What follows belongs to an exercise in optimizing a design on an open flow for small area; a production flow would make more cautious choices. Where RTL was checked, it was by simulation tests only, not by an equivalence proof against the original. Power figures rest on the tool's default switching activity, not on a simulated workload.

Setup of run A:
==> flow/design.v (excerpt) <==
module FSd1 (clk24M, rst_n, mix_in, lo_out, mix_out, sig_in, TXD, RXD, led);
Settings: LEC_CHECK=0, ABC_AREA=1, CAP_MARGIN=0, CORE_MARGIN=2, CORE_UTILIZATION=60, CTS_BUF_LIST=sky130_fd_sc_hd__clkbuf_8, CTS_CLUSTER_DIAMETER=100, CTS_CLUSTER_SIZE=16, SLEW_MARGIN=0; clock period 10.0 ns.
standard.sh (not shown) runs the stock make flow with config.mk's settings and CLKGATE_MAP_FILE= SYNTH_SCRIPT=/design/flow/synth_recipe.tcl, a recipe that flattens the netlist after the stock synthesis.
==> flow/flow/run.sh <==
#!/bin/bash
# Layout flow: the standard flow (standard.sh), with two synthesis changes
# that leave the registers as the standard synthesis makes them:
#  - ABC maps the logic with the area script in flow/abc_area.script
#    (a scripts folder that links every ORFS script but that one);
#  - adders are left to ABC as plain logic (ADDER_MAP_FILE empty);
# and the port buffers are the smallest buffer, sky130_fd_sc_hd__buf_1.
set -euo pipefail
W=$PWD
mkdir -p "$W/scripts"
for f in "$FLOW_HOME"/scripts/*; do
  ln -sfn "$f" "$W/scripts/$(basename "$f")"
done
rm -f "$W/scripts/abc_area.script"
cp "$W/flow/abc_area.script" "$W/scripts/abc_area.script"
export SCRIPTS_DIR="$W/scripts"
export BUFFER_PORTS_ARGS="-buffer_cell sky130_fd_sc_hd__buf_1"
bash standard.sh ADDER_MAP_FILE= synth > "$W/synth.log" 2>&1
bash standard.sh ADDER_MAP_FILE= finish > "$W/layout.log" 2>&1
==> flow/flow/abc_area.script <==
strash
&get -n
&deepsyn -T 30
&put
dch -f
amap
topo
dnsize -c
Input changes introduced in run B (baseline for comparison: run A):
diff --git a/flow/config.mk b/flow/config.mk
--- a/flow/config.mk
+++ b/flow/config.mk
@@ -12,3 +12,3 @@
-export CTS_BUF_LIST = sky130_fd_sc_hd__clkbuf_8
-export CTS_CLUSTER_DIAMETER = 100
-export CTS_CLUSTER_SIZE = 16
+export CTS_BUF_LIST = sky130_fd_sc_hd__clkbuf_16
+export CTS_CLUSTER_DIAMETER = 120
+export CTS_CLUSTER_SIZE = 30
[summary]
Effective utilization at floorplan: run A vs run B identical. Compared run A against run B; register share of the cell area within noise. Share of total power in the clock network (higher): run B. Delay contributed by the slowest stage of the critical path of run B is on par with run A.
Function was not checked in any run of this note: the RTL went through the layout flow alone.

== job 9632 ==
FSd1, a different RTL version from the one above (not shown whole).
Size in the first run: roughly 1300 cells after synthesis, about 18 I/O pins.
export LEC_CHECK = 0
export ABC_AREA = 1
export CAP_MARGIN = 0
export CORE_MARGIN = 2
export CORE_UTILIZATION = 80
export GPL_TIMING_DRIVEN = 0
export SLEW_MARGIN = 0
create_clock -name core_clock -period 10.0 [get_ports {clk24M}]
==> flow/flow/run.sh <==
#!/bin/bash
# Layout flow: the standard flow (standard.sh), with two synthesis changes
# that leave the registers as the standard synthesis makes them:
#  - ABC maps the logic with the area script in flow/abc_area.script
#    (a scripts folder that links every ORFS script but that one);
#  - adders are left to ABC as plain logic (ADDER_MAP_FILE empty);
# and two layout changes: the port buffers are the smallest buffer,
# sky130_fd_sc_hd__buf_1, and clock tree synthesis gets its own arguments
# (CTS_ARGS: clusters of up to 32 sinks under clkbuf_16, clkbuf_8 above
# them, no dummy loads).
set -euo pipefail
W=$PWD
mkdir -p "$W/scripts"
for f in "$FLOW_HOME"/scripts/*; do
  ln -sfn "$f" "$W/scripts/$(basename "$f")"
done
rm -f "$W/scripts/abc_area.script"
cp "$W/flow/abc_area.script" "$W/scripts/abc_area.script"
export SCRIPTS_DIR="$W/scripts"
export BUFFER_PORTS_ARGS="-buffer_cell sky130_fd_sc_hd__buf_1"
export CTS_ARGS="-sink_clustering_enable -repair_clock_nets -sink_clustering_size 32 -sink_clustering_max_diameter 120 -buf_list sky130_fd_sc_hd__clkbuf_16 -root_buf sky130_fd_sc_hd__clkbuf_8 -tree_buf sky130_fd_sc_hd__clkbuf_8 -sink_clustering_buffer sky130_fd_sc_hd__clkbuf_16 -dont_use_dummy_load"
bash standard.sh ADDER_MAP_FILE= synth > "$W/synth.log" 2>&1
bash standard.sh ADDER_MAP_FILE= finish > "$W/layout.log" 2>&1
==> flow/flow/abc_area.script <==
strash
&get -n
&deepsyn -T 30
&dch -f
&nf -R 1000 -p -F 8 -C 32
&put
topo
dnsize -c
[inputs] job 4300 vs job 9632
diff --git a/flow/flow/run.sh b/flow/flow/run.sh
--- a/flow/flow/run.sh
+++ b/flow/flow/run.sh
@@ -21 +21 @@
-export CTS_ARGS="-sink_clustering_enable -repair_clock_nets -sink_clustering_size 32 -sink_clustering_max_diameter 120 -buf_list sky130_fd_sc_hd__clkbuf_16 -root_buf sky130_fd_sc_hd__clkbuf_8 -tree_buf sky130_fd_sc_hd__clkbuf_8 -sink_clustering_buffer sky130_fd_sc_hd__clkbuf_16 -dont_use_dummy_load"
+export CTS_ARGS="-sink_clustering_enable -repair_clock_nets -sink_clustering_size 18 -sink_clustering_max_diameter 80 -buf_list sky130_fd_sc_hd__clkbuf_8 -root_buf sky130_fd_sc_hd__clkbuf_8 -tree_buf sky130_fd_sc_hd__clkbuf_8 -sink_clustering_buffer sky130_fd_sc_hd__clkbuf_8 -dont_use_dummy_load"
diff --git a/flow/config.mk b/flow/config.mk
--- a/flow/config.mk
+++ b/flow/config.mk
@@ -11 +11 @@
-export CORE_UTILIZATION = 80
+export CORE_UTILIZATION = 70
Post-route minimum period in job 4300 vs job 9632: up 0.067 ns
On global-route wire length before repair: between job 4300 and job 9632, it ends up lower for job 4300.
Job 4300 -> job 9632: final design instance area without fill flat
The run with more setup slack is job 9632; job 4300 has less.
Routed length on met3 ends up higher on job 9632.
When job 4300 is measured against job 9632, its global router's overall resource usage turns out 5.2 points lower.
Looking at power density over the cells, job 4300 sits about 1.7% below job 9632.
Status: multi-input logic portion of the cell area parity (job 4300, job 9632)
> inputs changed (job 4300 -> job 5844)
diff --git a/flow/flow/run.sh b/flow/flow/run.sh
--- a/flow/flow/run.sh
+++ b/flow/flow/run.sh
@@ -21 +21 @@
-export CTS_ARGS="-sink_clustering_enable -repair_clock_nets -sink_clustering_size 18 -sink_clustering_max_diameter 80 -buf_list sky130_fd_sc_hd__clkbuf_8 -root_buf sky130_fd_sc_hd__clkbuf_8 -tree_buf sky130_fd_sc_hd__clkbuf_8 -sink_clustering_buffer sky130_fd_sc_hd__clkbuf_8 -dont_use_dummy_load"
+export CTS_ARGS="-sink_clustering_enable -repair_clock_nets -sink_clustering_size 32 -sink_clustering_max_diameter 120 -buf_list sky130_fd_sc_hd__clkbuf_16 -root_buf sky130_fd_sc_hd__clkbuf_8 -tree_buf sky130_fd_sc_hd__clkbuf_8 -sink_clustering_buffer sky130_fd_sc_hd__clkbuf_16 -dont_use_dummy_load"
Findings:
Job 5844 has completed all stages; timing, DRC and antenna checks passed. Job 5844 vs. job 4300: power per cell area increased by 1.2% relative to the old numbers, largest vdd supply drop increased by about 9% relative to the old numbers, buffering overhead closely matched the old numbers, maximum frequency closely matched the old numbers. Job 4300 → job 5844: clock skew up 0.030 ns, power up 1.3%, number of cells in the finished layout apart from fillers down 9, core utilization flat.

== run 1 ==
FSd1, a different RTL version from the one above (not shown whole).
Size in the first run: about 1300 cells after synthesis, roughly 390 flip-flops, about 15000 um2 of cells after synthesis.
==> flow/design.v (excerpt) <==
module FSd1 (clk24M, rst_n, mix_in, lo_out, mix_out, sig_in, TXD, RXD, led);
    input clk24M, rst_n;
    input [2:0] mix_in;
    input [2:0] sig_in;
    output [2:0] lo_out, mix_out;
    input RXD;
    output TXD;
    output [1:0] led;
    wire rst = ~rst_n;
    reg rst_d;
    always @(posedge clk24M) rst_d <= rst;
    wire [11:0] lo_cyc_d = rst ? 12'd100 : r_lo_cycle;
    reg [11:0] r_lo_cycle;
    reg [1:0]  r_lo_channel;
    reg [2:0]  rx_byte;
    wire       lo_wr;
    wire [11:0] rc0, rc1, rc2;
    wire [23:0] sc0, sc1, sc2;
    wire [2:0]  lo;
    genvar gi;
    generate
        for (gi = 0; gi < 3; gi = gi + 1) begin : ch
            reg [11:0] lo_cnt, lo_cyc;
            reg        r_lo;
            reg        mp, sp;
            reg [11:0] rw, rc;
            reg [23:0] sw, sc;
            wire [12:0] inc = {1'b0, lo_cnt} + 13'd1;
            wire m1 = (inc == {1'b0, lo_cyc});
            wire m2 = (inc == {2'b00, lo_cyc[11:1]});
            always @(posedge clk24M) begin
                mp <= mix_in[gi];
                sp <= sig_in[gi];
                if (rst || (lo_wr && r_lo_channel == gi)) lo_cyc <= lo_cyc_d;
                if (rst_d || (!mp && mix_in[gi])) rc <= rw;
                if (rst_d || (!sp && sig_in[gi])) sc <= sw;
                if (rst) begin
                    lo_cnt <= 12'd0; r_lo <= 1'b0;
                    rw <= 12'd0; sw <= 24'd0;
                end else begin
                    lo_cnt <= m1 ? 12'd0 : inc[11:0];
                    if (m1) r_lo <= 1'b1;
                    else if (m2) r_lo <= 1'b0;
                    if (!mp && mix_in[gi]) rw <= 12'd0;
                    else rw <= rw + 12'd1;
                    if (!sp && sig_in[gi]) sw <= 24'd0;
                    else sw <= sw + 24'd1;
                end
            end
            assign lo[gi] = r_lo;
        end
    endgenerate
    assign rc0 = ch[0].rc; assign rc1 = ch[1].rc; assign rc2 = ch[2].rc;
  ...
export LEC_CHECK = 0
export ABC_AREA = 1
export CAP_MARGIN = 0
export CORE_MARGIN = 2
export CORE_UTILIZATION = 60
export CTS_BUF_LIST = sky130_fd_sc_hd__clkbuf_16
export CTS_CLUSTER_DIAMETER = 120
export CTS_CLUSTER_SIZE = 30
export SLEW_MARGIN = 0
create_clock -name core_clock -period 10.0 [get_ports {clk24M}]
==> flow/flow/run.sh <==
#!/bin/bash
# Layout flow: the standard flow (standard.sh), with two synthesis changes
# that leave the registers as the standard synthesis makes them:
#  - ABC maps the logic with the area script in flow/abc_area.script
#    (a scripts folder that links every ORFS script but that one);
#  - adders are left to ABC as plain logic (ADDER_MAP_FILE empty);
# and the port buffers are the smallest buffer, sky130_fd_sc_hd__buf_1.
set -euo pipefail
W=$PWD
mkdir -p "$W/scripts"
for f in "$FLOW_HOME"/scripts/*; do
  ln -sfn "$f" "$W/scripts/$(basename "$f")"
done
rm -f "$W/scripts/abc_area.script"
cp "$W/flow/abc_area.script" "$W/scripts/abc_area.script"
export SCRIPTS_DIR="$W/scripts"
export BUFFER_PORTS_ARGS="-buffer_cell sky130_fd_sc_hd__buf_1"
bash standard.sh ADDER_MAP_FILE= synth > "$W/synth.log" 2>&1
bash standard.sh ADDER_MAP_FILE= finish > "$W/layout.log" 2>&1
Scripts as last shown in full above: flow/flow/abc_area.script
Run 1 finished every step from synthesis to the final layout, and the layout passed the timing, design-rule and antenna checks.
Edits applied to the flow inputs when going from run 1 to run 2:
# run 1
export LEC_CHECK = 0
export ABC_AREA = 1
export CAP_MARGIN = 0
export CORE_MARGIN = 2
export CORE_UTILIZATION = 60
export CTS_BUF_LIST = sky130_fd_sc_hd__clkbuf_16
export CTS_CLUSTER_DIAMETER = 120
export CTS_CLUSTER_SIZE = 30
export SLEW_MARGIN = 0
create_clock -name core_clock -period 10.0 [get_ports {clk24M}]
# run 2
export LEC_CHECK = 0
export ABC_AREA = 1
export CAP_MARGIN = 0
export CORE_MARGIN = 2
export CORE_UTILIZATION = 70
export CTS_BUF_LIST = sky130_fd_sc_hd__clkbuf_16
export CTS_CLUSTER_DIAMETER = 120
export CTS_CLUSTER_SIZE = 30
export GPL_TIMING_DRIVEN = 0
export SLEW_MARGIN = 0
create_clock -name core_clock -period 10.0 [get_ports {clk24M}]
-- flow/flow/run.sh --
<<< run 1, line 17
export BUFFER_PORTS_ARGS="-buffer_cell sky130_fd_sc_hd__buf_1"
bash standard.sh ADDER_MAP_FILE= synth > "$W/synth.log" 2>&1
>>> run 2, line 17
export BUFFER_PORTS_ARGS="-buffer_cell sky130_fd_sc_hd__buf_1"
export CTS_ARGS="-sink_clustering_enable -repair_clock_nets -sink_clustering_size 30 -sink_clustering_max_diameter 120 -buf_list sky130_fd_sc_hd__clkbuf_16 -dont_use_dummy_load"
bash standard.sh ADDER_MAP_FILE= synth > "$W/synth.log" 2>&1
==> results.txt <==
From run 1 to run 2 the numbers moved as follows: maximum clock frequency decreased about 1.6%, relative area change from synthesis to final layout decreased 0.78 points. Compared with run 1, run 2 degrades final-layout worst hold slack. Peak supply drop delta for run 2 relative to run 1: about 7% lower. There was hardly any difference in non-clock buffer area fraction after layout between run 1 and run 2. Relative to run 1, clock network contribution to total cell area decreased by 0.42 points in run 2. Run 2 vs run 1: average detailed-routed wire length per instance up by a few percent. | sequential group share of total power | lower: run 1 |. Number of nets with antenna violations after detailed routing came out exactly the same in run 1 and run 2.
What run 3 does differently from run 2 at the input level:
# run 2
export LEC_CHECK = 0
export ABC_AREA = 1
export CAP_MARGIN = 0
export CORE_MARGIN = 2
export CORE_UTILIZATION = 70
export CTS_BUF_LIST = sky130_fd_sc_hd__clkbuf_16
export CTS_CLUSTER_DIAMETER = 120
export CTS_CLUSTER_SIZE = 30
export GPL_TIMING_DRIVEN = 0
export SLEW_MARGIN = 0
create_clock -name core_clock -period 10.0 [get_ports {clk24M}]
# run 3
export LEC_CHECK = 0
export ABC_AREA = 1
export CAP_MARGIN = 0
export CORE_MARGIN = 2
export CORE_UTILIZATION = 60
export CTS_BUF_LIST = sky130_fd_sc_hd__clkbuf_16
export CTS_CLUSTER_DIAMETER = 120
export CTS_CLUSTER_SIZE = 30
export SLEW_MARGIN = 0
create_clock -name core_clock -period 10.0 [get_ports {clk24M}]
-- flow/flow/run.sh --
<<< run 2, line 17
export BUFFER_PORTS_ARGS="-buffer_cell sky130_fd_sc_hd__buf_1"
export CTS_ARGS="-sink_clustering_enable -repair_clock_nets -sink_clustering_size 30 -sink_clustering_max_diameter 120 -buf_list sky130_fd_sc_hd__clkbuf_16 -dont_use_dummy_load"
bash standard.sh ADDER_MAP_FILE= synth > "$W/synth.log" 2>&1
>>> run 3, line 17
export BUFFER_PORTS_ARGS="-buffer_cell sky130_fd_sc_hd__buf_1"
bash standard.sh ADDER_MAP_FILE= synth > "$W/synth.log" 2>&1
==> flow/flow/abc_area.script <==
strash
&get -n
&deepsyn -T 30
&put
dch -f
amap
topo
stime -c
buffer -c
upsize -c
dnsize -c
Findings:
Lower post-layout minimum cycle time was reported by run 2, not run 3. Sort run 2 and run 3 by sequential share of layout area desc -> top: run 2. Min first-iteration DRC count across run 2 and run 3: run 3. Re number of hold violations in the final report: no difference whatsoever between run 2 and run 3. Run 3 vs. run 2: worst reg-to-reg path cell count went down by 4. Via density per instance (run 3 vs. run 2) decreases by a little under 10%. Between run 3 and run 2, it is run 3 whose count of filler cells inserted in the layout is higher, by 611.

build 11:
Starting RTL as in the previous note.
Settings: LEC_CHECK=0, ABC_AREA=1, CAP_MARGIN=0, CORE_MARGIN=2, CORE_UTILIZATION=60, CTS_BUF_LIST=sky130_fd_sc_hd__clkbuf_16, CTS_CLUSTER_DIAMETER=120, CTS_CLUSTER_SIZE=30, GPL_TIMING_DRIVEN=0, SLEW_MARGIN=0; clock period 10.0 ns.
==> flow/flow/run.sh <==
#!/bin/bash
# Layout flow: the standard flow (standard.sh), with two synthesis changes
# that leave the registers as the standard synthesis makes them:
#  - ABC maps the logic with the area script in flow/abc_area.script
#    (a scripts folder that links every ORFS script but that one);
#  - adders are left to ABC as plain logic (ADDER_MAP_FILE empty);
# and the port buffers are the smallest buffer, sky130_fd_sc_hd__buf_1.
set -euo pipefail
W=$PWD
mkdir -p "$W/scripts"
for f in "$FLOW_HOME"/scripts/*; do
  ln -sfn "$f" "$W/scripts/$(basename "$f")"
done
rm -f "$W/scripts/abc_area.script"
cp "$W/flow/abc_area.script" "$W/scripts/abc_area.script"
export SCRIPTS_DIR="$W/scripts"
export BUFFER_PORTS_ARGS="-buffer_cell sky130_fd_sc_hd__buf_1"
export CTS_ARGS="-sink_clustering_enable -repair_clock_nets -sink_clustering_size 30 -sink_clustering_max_diameter 120 -buf_list sky130_fd_sc_hd__clkbuf_16 -dont_use_dummy_load"
bash standard.sh ADDER_MAP_FILE= synth > "$W/synth.log" 2>&1
bash standard.sh ADDER_MAP_FILE= finish > "$W/layout.log" 2>&1
==> flow/flow/abc_area.script <==
strash
&get -n
&deepsyn -T 30
&dch -f
&nf -R 1000 -p -F 8 -C 32
&put
topo
dnsize -c
The inputs of build 96 differ from those of build 11 as listed below.
Settings: CORE_UTILIZATION changed from 60 to 70.
--- a/flow/flow/run.sh
+++ b/flow/flow/run.sh
@@ -18 +18 @@
-export CTS_ARGS="-sink_clustering_enable -repair_clock_nets -sink_clustering_size 30 -sink_clustering_max_diameter 120 -buf_list sky130_fd_sc_hd__clkbuf_16 -dont_use_dummy_load"
+export CTS_ARGS="-sink_clustering_enable -repair_clock_nets -sink_clustering_size 32 -sink_clustering_max_diameter 120 -buf_list sky130_fd_sc_hd__clkbuf_16 -root_buf sky130_fd_sc_hd__clkbuf_8 -tree_buf sky130_fd_sc_hd__clkbuf_8 -sink_clustering_buffer sky130_fd_sc_hd__clkbuf_16 -dont_use_dummy_load"
==> comparison <==
Changes observed in build 96 relative to build 11: largest driver fanout on the critical path was more or less identical; first-pass iteration count of the detailed router went up by 1; share of post-route cells with drive strength above 1 was more or less identical.
Fraction of met2 tracks used by global routing for build 96: 6.4 points up relative to build 11
Relative to build 11, sequential share of layout area increased by 0.40 points in build 96.
Build 11 -> build 96: net switching power figure decreased slightly
When build 96 is measured against build 11, its met2 wire length turns out 3.1% higher.
mix_out[1] as the endpoint of the most critical setup path was reported by build 96, and mix_out[0] by build 11.
Changes observed in build 96 relative to build 11: total power went down, minimum period implied by the final worst setup slack went down, non-clock buffer count did not really move.
Changes in build 2 relative to build 96:
Settings: clearing GPL_TIMING_DRIVEN, which used to be 0; swapping 70 for 60 in CORE_UTILIZATION.
--- a/flow/flow/run.sh
+++ b/flow/flow/run.sh
@@ -18 +17,0 @@
-export CTS_ARGS="-sink_clustering_enable -repair_clock_nets -sink_clustering_size 32 -sink_clustering_max_diameter 120 -buf_list sky130_fd_sc_hd__clkbuf_16 -root_buf sky130_fd_sc_hd__clkbuf_8 -tree_buf sky130_fd_sc_hd__clkbuf_8 -sink_clustering_buffer sky130_fd_sc_hd__clkbuf_16 -dont_use_dummy_load"
==> flow/flow/abc_area.script <==
strash
&get -n
&deepsyn -T 30
&put
dch -f
amap
topo
dnsize -c
==> results.txt <==
Build 2 finished every stage and its layout cleared the timing, design-rule and antenna checks.
[build 2 vs build 96] internal power of the cells: higher in build 2
Die area | build 2 > build 96
Of build 2 and build 96, it is build 2 that has the higher count of fill cells added during filler insertion.
| buffer share of cell area | higher: build 2 |
Going from build 96 to build 2, the total power consumption of the routed design was found to have gone up by about 3.4%.
The lower clock buffer count of build 2 and build 96 is in build 96.
Build 2 has more setup slack than build 96.
Compared build 2 vs build 96, and sequential share of cell area is down in build 2.
> inputs changed (build 2 -> build 78)
Settings: CTS_CLUSTER_DIAMETER now 60, was 120; CTS_BUF_LIST now sky130_fd_sc_hd__clkbuf_4, was sky130_fd_sc_hd__clkbuf_16; CTS_CLUSTER_SIZE now 10, was 30.
==> flow/flow/abc_area.script <==
strash
&get -n
&deepsyn -T 30
&dch -f
&nf -R 1000 -p -F 8 -C 32
&put
topo
dnsize -c
## What came out
Proportion of power drawn by combinational gates: build 78 vs build 2 down 0.5 points. The cell type of the slowest stage on the worst timing path comes out xor2_1 in one run and buf_1 in the other, namely in build 78 and build 2 respectively. Of build 78 and build 2, it is build 78 that has the lower cell area after placement. Diff build 2 -> build 78: non-clock buffer count down 9, area of the mapped netlist now sits lower, design area went down.

-- what the ideal ports hide --
The flow's constraints put no driver on any port. The routed layouts listed below were extracted and timed again, unchanged, in two steps. Step 1 (the two cells are an assumption about what drives the block):
set clk [get_ports {clk24M}]
set_driving_cell -lib_cell sky130_fd_sc_hd__clkbuf_16 $clk
set_driving_cell -lib_cell sky130_fd_sc_hd__buf_2 [delete_from_list [all_inputs] $clk]
Step 2 also shifts input and output timing later by t, the mid clock arrival at the registers, as if the neighbouring blocks saw the same clock. Slacks: no drivers / after step 1 / after step 2; pairs: no drivers / after step 1.
| run | t, ns | setup WS [ns] | worst setup path after step 2 |
|---|---|---|---|
| run A | 0.625 | 5.426 / 5.384 / 5.384 | input to output |
| run B | 0.556 | 5.427 / 5.383 / 5.383 | input to output |
| job 9632 | 0.583 | 5.520 / 5.498 / 5.498 | input to output |
| job 4300 | 0.605 | 5.453 / 5.424 / 5.424 | input to output |
| job 5844 | 0.592 | 5.455 / 5.426 / 5.426 | input to output |
| run 1 | 0.554 | 5.538 / 5.517 / 5.517 | input to output |
| run 2 | 0.536 | 5.467 / 5.404 / 5.404 | input to output |
| run 3 | 0.563 | 5.353 / 5.322 / 5.322 | input to output |
| build 11 | 0.542 | 5.454 / 5.433 / 5.433 | input to output |
| build 96 | 0.585 | 5.469 / 5.411 / 5.411 | input to output |
| build 2 | 0.555 | 5.498 / 5.475 / 5.475 | input to output |
| build 78 | 0.711 | 5.555 / 5.534 / 5.534 | input to output |
After both steps setup and hold are still met in every run listed. The setup slack of run 2, which loses most, moves by -0.063 ns with the drivers and by -0.063 ns with both steps.
